Background: an optimization exercise with open tools, aiming at small area. Do not read the settings as production practice.
In this exercise RTL edits were held to simulation tests only and were not proved equivalent to the original.
The clock port is modelled as an ideal driver; clocking choices that lean on that would not hold on a real chip.
Power is estimated from default activity; no workload was simulated.

==> run K <==
## password_lock_top
module password_lock_top (
    input  wire clk,
    input  wire rst_n,
    input  wire [3:0] sw,
    input  wire btnc,
    input  wire btnu,
    input  wire btnl,
    input  wire btnr,
    output wire [7:0] an,
    output reg  [6:0] seg,
    output wire [4:0] led
);
make LEC_CHECK=0 CAP_MARGIN=20 CORE_MARGIN=2 CORE_UTILIZATION=40 CTS_BUF_LIST=sky130_fd_sc_hd__clkbuf_8 CTS_CLUSTER_DIAMETER=100 CTS_CLUSTER_SIZE=40 SLEW_MARGIN=20 finish   # period 10.0 ns
run.sh (not shown) runs the stock make flow with config.mk's settings and CLKGATE_MAP_FILE= SYNTH_SCRIPT=/design/flow/synth_recipe.tcl, a recipe that flattens the netlist after the stock synthesis.
==> inputs of run C, as changes to run K <==
==> flow/flow/run.sh (new file) <==
#!/bin/bash
# Standard ORFS layout with area recovery. The combinational logic of the
# standard synthesis netlist is re-mapped for area by ABC (flow/reopt.tcl),
# the flip-flops kept as they are. Then, after floorplan and after
# placement every combinational cell is swapped for the smallest cell of the
# same function (the port buffers included); the flow's own repair steps
# then size up what timing, slew or capacitance needs. Registers are left as
# synthesis made them. The clock tree is built of clkbuf_4 without dummy
# loads; leaf buffers whose flip-flops would see too slow a clock edge are
# then swapped for clkbuf_8.
set -euo pipefail
RES="$PWD/orfs/results/$FLOW_PLATFORM/password_lock_top/base"
bash standard.sh synth > std_1_synth.log 2>&1
cp "$RES/1_2_yosys.v" std_synth_netlist.v
IN=std_synth_netlist.v OUT=reopt_netlist.v DEEPSYN_T=60 \
  LIB="$FLOW_HOME/platforms/$FLOW_PLATFORM/lib/sky130_fd_sc_hd__tt_025C_1v80.lib" \
  yosys -c flow/reopt.tcl > reopt.log 2>&1
cp reopt_netlist.v "$RES/1_2_yosys.v"
bash standard.sh floorplan > std_1_floorplan.log 2>&1
ODB="$RES/2_floorplan.odb" openroad -no_init -exit flow/downsize.tcl > downsize_2_floorplan.log 2>&1
bash standard.sh place > std_2_place.log 2>&1
ODB="$RES/3_place.odb" openroad -no_init -exit flow/downsize.tcl > downsize_3_place.log 2>&1
bash standard.sh cts "CTS_ARGS=-sink_clustering_enable -repair_clock_nets -dont_use_dummy_load -buf_list sky130_fd_sc_hd__clkbuf_4" > std_3_cts.log 2>&1
ODB="$RES/4_cts.odb" SDC="$RES/4_cts.sdc" LIB="$FLOW_HOME/platforms/$FLOW_PLATFORM/lib/sky130_fd_sc_hd__tt_025C_1v80.lib" \
  openroad -no_init -exit flow/cts_fix.tcl > cts_fix_4_cts.log 2>&1
bash standard.sh finish > std_4_finish.log 2>&1
==> flow/flow/cts_fix.tcl (new file) <==
# After CTS: swap each clkbuf_4 of the clock tree whose flip-flop clock pins
# would see a slew over $LIMIT (placement parasitics) for a clkbuf_8, then
# legalise the placement. Reads and rewrites the database named by $ODB.
set limit 0.115
read_db $::env(ODB)
read_liberty $::env(LIB)
read_sdc $::env(SDC)
source $::env(FLOW_HOME)/platforms/$::env(FLOW_PLATFORM)/setRC.tcl
set_propagated_clock [all_clocks]
estimate_parasitics -placement
set db [ord::get_db]
set big [$db findMaster sky130_fd_sc_hd__clkbuf_8]
set swaps {}
foreach cell [get_cells clkbuf_*] {
  if {[get_property $cell ref_name] ne "sky130_fd_sc_hd__clkbuf_4"} { continue }
  set net [get_nets -of_objects [get_pins -of_objects $cell -filter "direction == output"]]
  set worst 0
  foreach p [get_pins -of_objects $net -filter "direction == input"] {
    set s [get_property $p slew_max]
    if {$s > $worst} { set worst $s }
  }
  puts "[get_full_name $cell] worst load slew $worst"
  if {$worst > $limit} { lappend swaps [get_full_name $cell] }
}
set block [ord::get_db_block]
foreach name $swaps {
  set inst [$block findInst $name]
  puts "upsize $name: [$inst swapMaster $big]"
}
if {[llength $swaps] > 0} {
  detailed_placement
  check_placement -verbose
}
write_db $::env(ODB)
==> flow/flow/downsize.tcl (new file) <==
# Swap each combinational cell for the smallest library cell of the same
# function and pins. Reads and rewrites the database named by $ODB.
read_db $::env(ODB)
set db [ord::get_db]
set block [ord::get_db_block]
array set masters {}
foreach lib [$db getLibs] {
  foreach m [$lib getMasters] { set masters([$m getName]) $m }
}
set pre sky130_fd_sc_hd__
# families that are the same function as another, smaller family
array set alias {bufinv inv clkinv inv clkinvlp inv clkbuf buf clkdlybuf4s50 buf}
set saved 0.0
set n 0
foreach inst [$block getInsts] {
  set m [$inst getMaster]
  set name [$m getName]
  if {![regexp "^${pre}(.+)_(\\d+)\$" $name -> base size]} { continue }
  if {[regexp {^(df|sdf|edf|dl|tap|fill|decap|conb|diode|lpflow|probe)} $base]} { continue }
  set fam $base
  if {[info exists alias($base)]} { set fam $alias($base) }
  set best $m
  foreach cand [array names masters "${pre}${fam}_*"] {
    if {![regexp "^${pre}${fam}_\\d+\$" $cand]} { continue }
    set c $masters($cand)
    if {[$c getWidth] < [$best getWidth]} { set best $c }
  }
  if {$best ne $m} {
    set dw [expr {([$m getWidth] - [$best getWidth]) * [$m getHeight] / 1e6}]
    if {[$inst swapMaster $best]} {
      set saved [expr {$saved + $dw}]
      incr n
      puts "swap [$inst getName] $name -> [$best getName]"
    } else {
      puts "could not swap [$inst getName] $name -> [$best getName]"
    }
  }
}
puts "swapped $n cells, saved [format %.2f $saved] um2"
write_db $::env(ODB)
==> flow/flow/reopt.tcl (new file) <==
# Re-map the combinational logic of the standard synthesis netlist for area.
# The flip-flops stay exactly as synthesis made them (same instances, names
# and cell types): they are kept as boxes, so ABC only sees the logic between
# them. Reads $IN, writes $OUT (yosys -c).
yosys -import
set lib $::env(LIB)
read_liberty -wb -ignore_miss_func -ignore_miss_dir $lib
read_verilog $::env(IN)
hierarchy -check -top $::env(FLOW_TOP)
setattr -mod -set keep_hierarchy 1 =sky130_fd_sc_hd__df*
flatten -wb
# names of the flattened cells' inner wires are not kept
yosys rename -hide w:*.*
opt -full
# the platform's don't-use cells (lpflow and probe cells)
set du {}
set fh [open $lib r]
foreach {- c} [regexp -all -inline {cell\s*\(\s*"?(sky130_fd_sc_hd__(?:lpflow|probe)\w*)} [read $fh]] {
  lappend du -dont_use $c
}
close $fh
abc -liberty $lib {*}$du -script "+strash;&get,-n;&deepsyn,-T,$::env(DEEPSYN_T);&put;&get,-n;&dch,-f;&nf,-R,1000;&put"
opt_clean -purge
splitnets
opt_clean -purge
hilomap -singleton -hicell sky130_fd_sc_hd__conb_1 HI -locell sky130_fd_sc_hd__conb_1 LO
insbuf -buf sky130_fd_sc_hd__buf_1 A X
# left out here: hide names made inside functions
tee -o reopt_stat.log stat -liberty $lib
check
delete =sky130_fd_sc_hd__*
write_verilog -noattr -nohex -nodec $::env(OUT)
==> flow/standard.sh (new file) <==
#!/bin/bash
# synth_recipe.tcl (not shown) runs the flow's synth.tcl, then flattens the netlist and writes it again
# the make line also repeats each setting of config.mk as NAME=value (left out here)
make -C /OpenROAD-flow-scripts/flow DESIGN_CONFIG=/design/flow/config.mk WORK_HOME=/design/flow/orfs CLKGATE_MAP_FILE= SYNTH_SCRIPT=/design/flow/synth_recipe.tcl "${@:-finish}"
--- a/flow/config.mk
+++ b/flow/config.mk
@@ -8,7 +8,4 @@
 export CAP_MARGIN = 20
 export CORE_MARGIN = 2
 export CORE_UTILIZATION = 40
-export CTS_BUF_LIST = sky130_fd_sc_hd__clkbuf_8
-export CTS_CLUSTER_DIAMETER = 100
-export CTS_CLUSTER_SIZE = 40
 export SLEW_MARGIN = 20
removed: flow/run.sh
==> inputs of run H, as changes to run K <==
==> flow/flow/run.sh (new file) <==
#!/bin/bash
# Standard ORFS layout with an area-recovery pass: after floorplan and after
# placement every combinational cell is swapped for the smallest cell of the
# same function (the port buffers included); the flow's own repair steps
# then size up what timing, slew or capacitance needs. Registers are left as
# synthesis made them.
set -euo pipefail
RES="$PWD/orfs/results/$FLOW_PLATFORM/password_lock_top/base"
bash standard.sh synth floorplan > std_1_synth_floorplan.log 2>&1
ODB="$RES/2_floorplan.odb" openroad -no_init -exit flow/downsize.tcl > downsize_2_floorplan.log 2>&1
bash standard.sh place > std_2_place.log 2>&1
ODB="$RES/3_place.odb" openroad -no_init -exit flow/downsize.tcl > downsize_3_place.log 2>&1
bash standard.sh finish > std_3_finish.log 2>&1
==> flow/flow/downsize.tcl (new file) <==
# Swap each combinational cell for the smallest library cell of the same
# function and pins. Reads and rewrites the database named by $ODB.
read_db $::env(ODB)
set db [ord::get_db]
set block [ord::get_db_block]
array set masters {}
foreach lib [$db getLibs] {
  foreach m [$lib getMasters] { set masters([$m getName]) $m }
}
set pre sky130_fd_sc_hd__
# families that are the same function as another, smaller family
array set alias {bufinv inv clkinv inv clkinvlp inv clkbuf buf clkdlybuf4s50 buf}
set saved 0.0
set n 0
foreach inst [$block getInsts] {
  set m [$inst getMaster]
  set name [$m getName]
  if {![regexp "^${pre}(.+)_(\\d+)\$" $name -> base size]} { continue }
  if {[regexp {^(df|sdf|edf|dl|tap|fill|decap|conb|diode|lpflow|probe)} $base]} { continue }
  set fam $base
  if {[info exists alias($base)]} { set fam $alias($base) }
  set best $m
  foreach cand [array names masters "${pre}${fam}_*"] {
    if {![regexp "^${pre}${fam}_\\d+\$" $cand]} { continue }
    set c $masters($cand)
    if {[$c getWidth] < [$best getWidth]} { set best $c }
  }
  if {$best ne $m} {
    set dw [expr {([$m getWidth] - [$best getWidth]) * [$m getHeight] / 1e6}]
    if {[$inst swapMaster $best]} {
      set saved [expr {$saved + $dw}]
      incr n
      puts "swap [$inst getName] $name -> [$best getName]"
    } else {
      puts "could not swap [$inst getName] $name -> [$best getName]"
    }
  }
}
puts "swapped $n cells, saved [format %.2f $saved] um2"
write_db $::env(ODB)
==> flow/standard.sh (new file) <==
#!/bin/bash
# synth_recipe.tcl (not shown) runs the flow's synth.tcl, then flattens the netlist and writes it again
# the make line also repeats each setting of config.mk as NAME=value (left out here)
make -C /OpenROAD-flow-scripts/flow DESIGN_CONFIG=/design/flow/config.mk WORK_HOME=/design/flow/orfs CLKGATE_MAP_FILE= SYNTH_SCRIPT=/design/flow/synth_recipe.tcl "${@:-finish}"
--- a/flow/config.mk
+++ b/flow/config.mk
@@ -9,6 +9,4 @@
 export CORE_MARGIN = 2
 export CORE_UTILIZATION = 40
 export CTS_BUF_LIST = sky130_fd_sc_hd__clkbuf_8
-export CTS_CLUSTER_DIAMETER = 100
-export CTS_CLUSTER_SIZE = 40
 export SLEW_MARGIN = 20
removed: flow/run.sh
==> results.txt <==
Run status:
- The flow ran to the end and the layout has no timing, DRC or antenna violations.

Finish:
- Of the total standard cell area in the layout, the sequential portion is 0.5157.
- The count of non-filler cells in the finished layout is approximately 770.
- The multi-input combinational cells in the finished layout cover a total of between 0.002 and 0.0025 mm^2.

Pwr:
- The overall power of the completed layout is ~0.0015 W.

Synth:
- Synthesis handed over a netlist of between 500 and 600 instances.

Setup path:
- The worst reg2reg path endpoint is pwd_buffer[5].
The numbers above come from run C.

==> results.txt <==
Run status:
- The flow ran to the end and the layout has no timing, DRC or antenna violations.

Finish:
- The sequential cell area share is 0.4497.
- The count of non-filler cells in the finished layout is between 800 and 900.

Global route:
- The met1 track demand over resource in global routing is 0.2316.

Synth:
- The cell count after synthesis is a little under 600.

Pwr:
- The design draws 0.002157 W.
The numbers above come from run K.

==> results.txt <==
Min path:
- The destination of the worst hold path is kf_conf.key_sync_2.

STA:
- The slew of the pin with the lowest slew margin is about 910 ps.

Pwr:
- The overall power of the completed layout is roughly 0.0021 W.
- The switching share of total power is 0.3774.

Synth:
- After technology mapping, the gate count stands at 595.

Finish:
- In the final layout, the multi-input gates occupy 0.002616 mm^2.
- Registers represent a cell area share of 0.4613.
- After the flow finishes, the layout carries non-filler instances totaling approximately 800.

Run status:
- The run finished with no timing, DRC or antenna violations.
The numbers above come from run H.

[re-timing with driven ports]
How much do the figures lean on ideal ports? The routed layouts below were timed once more, with nothing changed but the port constraints.
Step 1 (the two cells are an assumption about what drives the block):
set clk [get_ports {clk}]
set_driving_cell -lib_cell sky130_fd_sc_hd__clkbuf_16 $clk
set_driving_cell -lib_cell sky130_fd_sc_hd__buf_2 [delete_from_list [all_inputs] $clk]
Step 2 also shifts input and output timing later by t, the mid clock arrival at the registers, as if the neighbouring blocks saw the same clock.
Slacks: ideal / step 1 / step 2; pairs: ideal / step 1.
| run | t, ns | slack for setup (ns) | slew at the worst register clock pin (ns) | worst slew at a driven data input, ns | cell pins on the clock port's net |
|---|---|---|---|---|---|
| run K | 0.479 | 4.106 / 4.072 / 4.552 | 0.08 / 0.08 | 0.04 | 1 |
| run C | 0.441 | 4.603 / 4.566 / 5.007 | 0.11 / 0.11 | 0.03 | 1 |
| run H | 0.492 | 4.295 / 4.261 / 4.754 | 0.09 / 0.09 | 0.04 | 1 |
After both steps setup and hold are still met in every run listed.
